Context: an optimization exercise on an open-source flow, tuned for small area. The choices shown serve that exercise and are no tape-out recipe. The RTL was checked by simulation tests, not by an equivalence proof against the original design.

==> design.v <==
`timescale 1ns / 1ps
module vga(clk,reset,hsync,vsync,hcnt,vcnt);
    input clk,reset;
    output reg hsync,vsync;
    output reg[10:0]hcnt,vcnt;
    always@(posedge clk)begin
        if(reset)begin
            hcnt<=0;vcnt<=0;
        end
        else begin
            if(hcnt>=11'd1679&&vcnt>=11'd827)begin
                hcnt<=0;vcnt<=0;
            end
            else if(hcnt>=11'd1679)begin
                hcnt<=0;vcnt<=vcnt+1'b1;
            end
            else
                hcnt<=hcnt+1'b1;
        end
    end
    always@*begin
        if(hcnt>=11'd1344&&hcnt<=11'd1479)hsync=0;
        else hsync=1'b1;
        if(vcnt>=11'd801&&vcnt<=11'd802)vsync=0;
        else vsync=1'b1;
    end
endmodule
`timescale 1ns / 1ps
module Screen(clk,reset,hsync,vsync,xball,yball,xpat,ypat,colors);
    input clk,reset;
    input [10:0]xball,yball,xpat,ypat;
    output hsync,vsync;
    output reg [11:0]colors;
    reg [2:0]color;
    wire [10:0]hcnt,vcnt;
    parameter rball = 20;
    parameter r = 60;
   vga VGA(clk,reset,hsync,vsync,hcnt,vcnt);
    always@(posedge clk)begin
        colors[8]=color[2]; 
        colors[4]=color[1]; 
        colors[0]=color[0]; 
        if((hcnt-xball)*(hcnt-xball)+(vcnt-yball)*(vcnt-yball)<=rball*rball)
            colors=12'b1111_1000_0000;
        else if((hcnt-xball)*(hcnt-xball)+(vcnt-yball)*(vcnt-yball)<=(rball+2)*(rball+2))
            colors=12'b1111_1111_1111;
        else if((hcnt-xpat)*(hcnt-xpat)+(vcnt-ypat)*(vcnt-ypat)<=r*r)
            colors=12'b1111_0000_0000;
        else if((hcnt-xpat<=11'd110&&hcnt-xpat>=11'd50)&&((vcnt-ypat)*(vcnt-ypat)<=20*20))
            colors=12'b0000_1111_0000;
        else if(
        ((hcnt-xpat)*(hcnt-xpat)+(vcnt-ypat)*(vcnt-ypat)>r*r&&(hcnt-xpat)*(hcnt-xpat)+(vcnt-ypat)*(vcnt-ypat)<=(r+5)*(r+5))||
        ((hcnt-xpat<=11'd115&&hcnt-xpat>=11'd50)&&((vcnt-ypat)*(vcnt-ypat)<=25*25))
        )
        colors=12'b1111_1111_1111;
        else if(vcnt>=11'd740||vcnt<=11'd50||(hcnt>=11'd0&&hcnt<=11'd50)||(hcnt>=11'd1230&&hcnt<=11'd1280))
            colors=12'b0000_0000_0000;
        else if(
        ((hcnt>=11'd58&&hcnt<=11'd118))&&((vcnt>=11'd345&&vcnt<=11'd445))
        )
            colors = 12'b1111_1111_0000;
        else if(
        ((hcnt>=11'd58&&hcnt<=11'd524)||(hcnt>=11'd644&&hcnt<=11'd1222))&&((vcnt>=11'd58&&vcnt<=11'd400)||(vcnt>=11'd401&&vcnt<=11'd732))
        )
            colors = 12'b0000_0000_1111;
        else if(
        (
        (hcnt>=11'd51&&hcnt<=11'd57)||
        (hcnt>=11'd525&&hcnt<=11'd531)||
        (hcnt>=11'd637&&hcnt<=11'd643)||
        (hcnt>=11'd562&&hcnt<=11'd569)||
        (hcnt>=11'd599&&hcnt<=11'd606)||
        (hcnt>=11'd1223&&hcnt<=11'd1229)
        )
        )
            colors = 12'b1111_1111_0000;
        else if(
        (
            (vcnt>=11'd51&&vcnt<=11'd57)||
            (vcnt>=11'd137&&vcnt<=11'd143)||
            (vcnt>=11'd223&&vcnt<=11'd229)||
            (vcnt>=11'd309&&vcnt<=11'd315)||
            (vcnt>=11'd395&&vcnt<=11'd401)||
            (vcnt>=11'd481&&vcnt<=11'd487)||
            (vcnt>=11'd567&&vcnt<=11'd573)||
            (vcnt>=11'd653&&vcnt<=11'd659)||
            (vcnt>=11'd733&&vcnt<=11'd739)
                )
        )
        colors = 12'b1111_1111_0000;
        else
            colors = 12'b0000_0000_1111;
    end
endmodule
==> run.sh <==
#!/bin/bash
# synth_recipe.tcl (not shown) runs the flow's synth.tcl, then flattens the netlist and writes it again
# the make line also repeats each setting of config.mk as NAME=value (left out here)
make -C /OpenROAD-flow-scripts/flow DESIGN_CONFIG=/design/flow/config.mk WORK_HOME=/design/flow/orfs CLKGATE_MAP_FILE= SYNTH_SCRIPT=/design/flow/synth_recipe.tcl finish
==> config.mk <==
export PLATFORM = sky130hd
export DESIGN_NAME = Screen
export DESIGN_NICKNAME = Screen
export VERILOG_FILES = /design/flow/design.v
export SDC_FILE = /design/flow/constraint.sdc
export NUM_CORES = 4
export LEC_CHECK = 0
export CAP_MARGIN = 20
export CORE_MARGIN = 2
export CORE_UTILIZATION = 40
export SLEW_MARGIN = 20
==> constraint.sdc <==
create_clock -name core_clock -period 16.0 [get_ports {clk}]
set_input_delay 3.2000 -clock core_clock [delete_from_list [all_inputs] [get_ports {clk}]]
set_output_delay 3.2000 -clock core_clock [all_outputs]
set_load 0.01 [all_outputs]
==> run_results.csv <==
group,metric,value,unit
die,dieArea,64700,um2
detailed_routing,dr_total_vias,19300,
place,portBuffers,59,
detailed_routing,route.detailed.drc,0,
detailed_routing,drtAntennaViolNets,0,
worst_setup_path,worst_setup_path_end_kind,"flip-flop",
logic_synthesis,yosysWarnings,2,
finish,fillCellCount,6200,
detailed_routing,m1WireLength,26.0,mm
worst_setup_path,slowest_stage,"a2111oi_0",
clock_network,numCtsBuffers,3,
die,die_height,254,um
clock_network,cts-root-buf,"clkbuf_16",
die,rows,91,
job,cap_violations,0,
die,die_w,254,um
worst_setup_path,cp-start-kind,"primary input",
global_routing,antenna_found_initial,3,
global_routing,grt_pass1_wl,103,mm
worst_setup_path,worst-path-max-fanout,17,
detailed_routing,avgRoutedWirePerCell,16.3,um
detailed_routing,drt_wl_total,61.8,mm
global_routing,track_usage,20.0,%
place,place_area,26600,um2
logic_synthesis,synth_area_leaders,"fa_1 43%, ha_1 13%, inv_1 11%",
timing,rsz0062_at_grt,"false",
global_routing,grt_pass1_vias,20200,
min_path,hold_class,"reg -> reg",
finish,layoutNonFillerInstCount,3795,
clock_network,cts.sinks,26,
clock_network,cts_resized,0,
timing,finalClockSkew,9.34,ps
logic_synthesis,synth_edf_count,0,
worst_setup_path,worst-setup-path-type,"in -> reg",
logic_synthesis,postSynthCellCount,2938,
clock_network,insertion_delay,280,ps
timing,period_minus_slack,14100,ps
clock_network,cts_tree,"yes",
timing,maxSlewViolCount,0,
detailed_routing,topRoutingLayerUsed,"met5",
clock_network,cts_buffer_depth,2,
finish,area_delta_synth_final,6.69,%
global_routing,overflow,0,
timing,hold_violations,0,
finish,final_cell_area,26800,um2
finish,drive_gt1_share,2.50,%
detailed_routing,drt-vias-per-instance,5.08,
logic_synthesis,ys_ff_latch,26,
timing,timing.fmax,0.0709,GHz
worst_setup_path,cp.arrival,14320,ps
timing,slew_headroom,27.7,%
timing,setup_viol,0,
detailed_routing,drtIter0Drc,1098,
detailed_routing,dr_wl_met3,2.66,mm
die,core,61800,um2
finish,num_antenna_cells,0,
place,place.gp.congestion,0.931,
clock_network,clkSlewWorstSetupHoldPaths,80,ps
logic_synthesis,synth_area_per_cell,8.53,um2
place,post-place-ws,1680,ps
global_routing,grt_start_max_net_pins,21,
clock_network,postCtsHoldBufs,0,
status,status,"no timing/DRC/antenna violations",
clock_network,cts_max_level,1,
logic_synthesis,yosysUniqueCellTypes,79,
die,ios,60,
timing,worst_pin_slew,1080,ps
die,start_util,40.6,%
worst_setup_path,cp_data_required_time,16220,ps
finish,post-route-util,43.3,%
logic_synthesis,synth-async-reset-ratio,0,%
timing,period_share,88.2,%
place,place_inst,3791,
timing,fin_tns_setup,0,ps
logic_synthesis,syn_nets,3789,
timing,worst_slack,1900,ps
logic_synthesis,syn_area,25100,um2
detailed_routing,wl_met2,31.2,mm
place,hpwlAfterDp,54.0,mm
worst_setup_path,cp_common_cell,"inv_1",
clock_network,post_cts_buffers,0,
logic_synthesis,yosysSeqAreaShare,2.08,%
logic_synthesis,synth_top_area_cell,"fa_1",
logic_synthesis,synth_flop_cell,"dfxtp_1",
finish,finalNetCount,3810,
logic_synthesis,synth_top_area_share,43.4,%
worst_setup_path,slowest_delay,640,ps
detailed_routing,drtPass1Iterations,5,
## flip-flops by register name, indices dropped and copies added, names as in the netlist
register	flops
VGA.hcnt	11
VGA.vcnt	11
colors	4
## layer usage
layer,GRT usage [%],vias to the layer above
met5,0,-
met4,5.76,6
met3,1.80,97
met2,36.2,432
met1,25.5,9601
li1,-,9132
## logic make-up (layout without fill, tap and decap cells)
logic type | Yosys count | count (layout) | share of synthesized area [%]
xor gates and xnor gates | 125 | 125 | 4.44
buffers and inverters | 826 | 846 | 12.5
muxes | 12 | 12 | 0.489
and+or+nand+nor | 753 | 753 | 13.8
DFF | 26 | 26 | 2.08
adders and majority gates | 805 | 805 | 56.4
AOI/OAI and AO/OA | 391 | 391 | 10.3
## cell type report
| cell class | count | area [um2] | area share [%] |
|---|---|---|---|
| repair buffers | 91 | 831 | 3.11 |
| clock inverters | 1 | 30.0 | 0.112 |
| flip-flops and latches | 26 | 520 | 1.95 |
| well taps | 837 | 1050 | 3.91 |
| inverters | 751 | 2820 | 10.5 |
| clock buffers | 3 | 75.1 | 0.281 |
| multi-input cells | 2086 | 21400 | 80.1 |
## Yosys cell counts, drive strengths merged (18+ instances only)
cell type,n
a211oi,22
a21o,40
a21oi,90
a31oi,18
and3,19
clkbuf,63
clkinv,19
dfxtp,26
fa,543
ha,262
inv,732
nand2,219
nand2b,41
nand3,31
nand4,21
nor2,273
nor2b,26
nor3,37
o21ai,85
or2,18
xnor2,85
xor2,40
## worst paths after layout
| kind | startpoint | to | slack [ps] | cells after the start |
|---|---|---|---|---|
| setup reg to reg | VGA.vcnt[0] | colors[5] | 4500 | 43 |
| hold reg to reg | VGA.hcnt[0] | VGA.hcnt[0] | 590 | 1 |
| hold / removal | VGA.hcnt[0] | VGA.hcnt[0] | 590 | 1 |
| setup / recovery | ypat[1] | colors[5] | 1900 | 46 |
## per-stage QoR
| step | hold WS, ps |
|---|---|
| detailed placement | 577 |
| global placement | 573 |
| global route | 679 |
| floorplan | 486 |
| CTS | 603 |
| finish | 592 |
## layout by cell type (no fill, tap or decap), drive strengths merged, types with 5 or more instances in the layout
cell type      instances
inv                  732
fa                   543
nor2                 273
ha                   262
nand2                219
a21oi                 90
o21ai                 85
xnor2                 85
clkdlybuf4s50         59
nand2b                41
xor2                  40
a21o                  40
nor3                  37
buf                   32
nand3                 31
dfxtp                 26
nor2b                 26
a211oi                22
nand4                 21
clkinv                19
and3                  19
a31oi                 18
or2                   18
and2                  16
or3                   16
o21a                  15
a21boi                15
o31ai                 13
o21bai                11
o211ai                10
mux2i                 10
nor4                  10
a31o                   8
o41ai                  6
nor3b                  5
o2111ai                5
## worst max-delay path, delay by kind of cell
family / cells / cell delay, ps
adders and majority gates: 8 / 3510
buffers and inverters: 8 / 1460
and+or+nand+nor: 10 / 1280
xor gates and xnor gates: 1 / 350
AOI/OAI and AO/OA: 19 / 4510

-- port drivers added, routing unchanged --
In the flow no input, the clock included, has a driving cell. The finished layout below was timed again as built, in two steps.
Step 1 assumes that a clkbuf_16 drives the clock port and a buf_2 every other input.
Step 2 moves the port delays by t, midway between the first and last clock arrival at a register: inputs arrive t later, outputs are due t later. That takes back most of the time a late clock gives input paths.
Three values: no drivers, after step 1, after step 2; two values: the first two.
t, ns: 0.321
setup slack, ns: 1.896 / 1.906 / 1.585
cell pins on the clock port's net: 1
After both steps setup and hold are still met in this run. For this run, drivers alone change the setup slack by +0.010 ns; drivers and shift together by -0.311 ns.
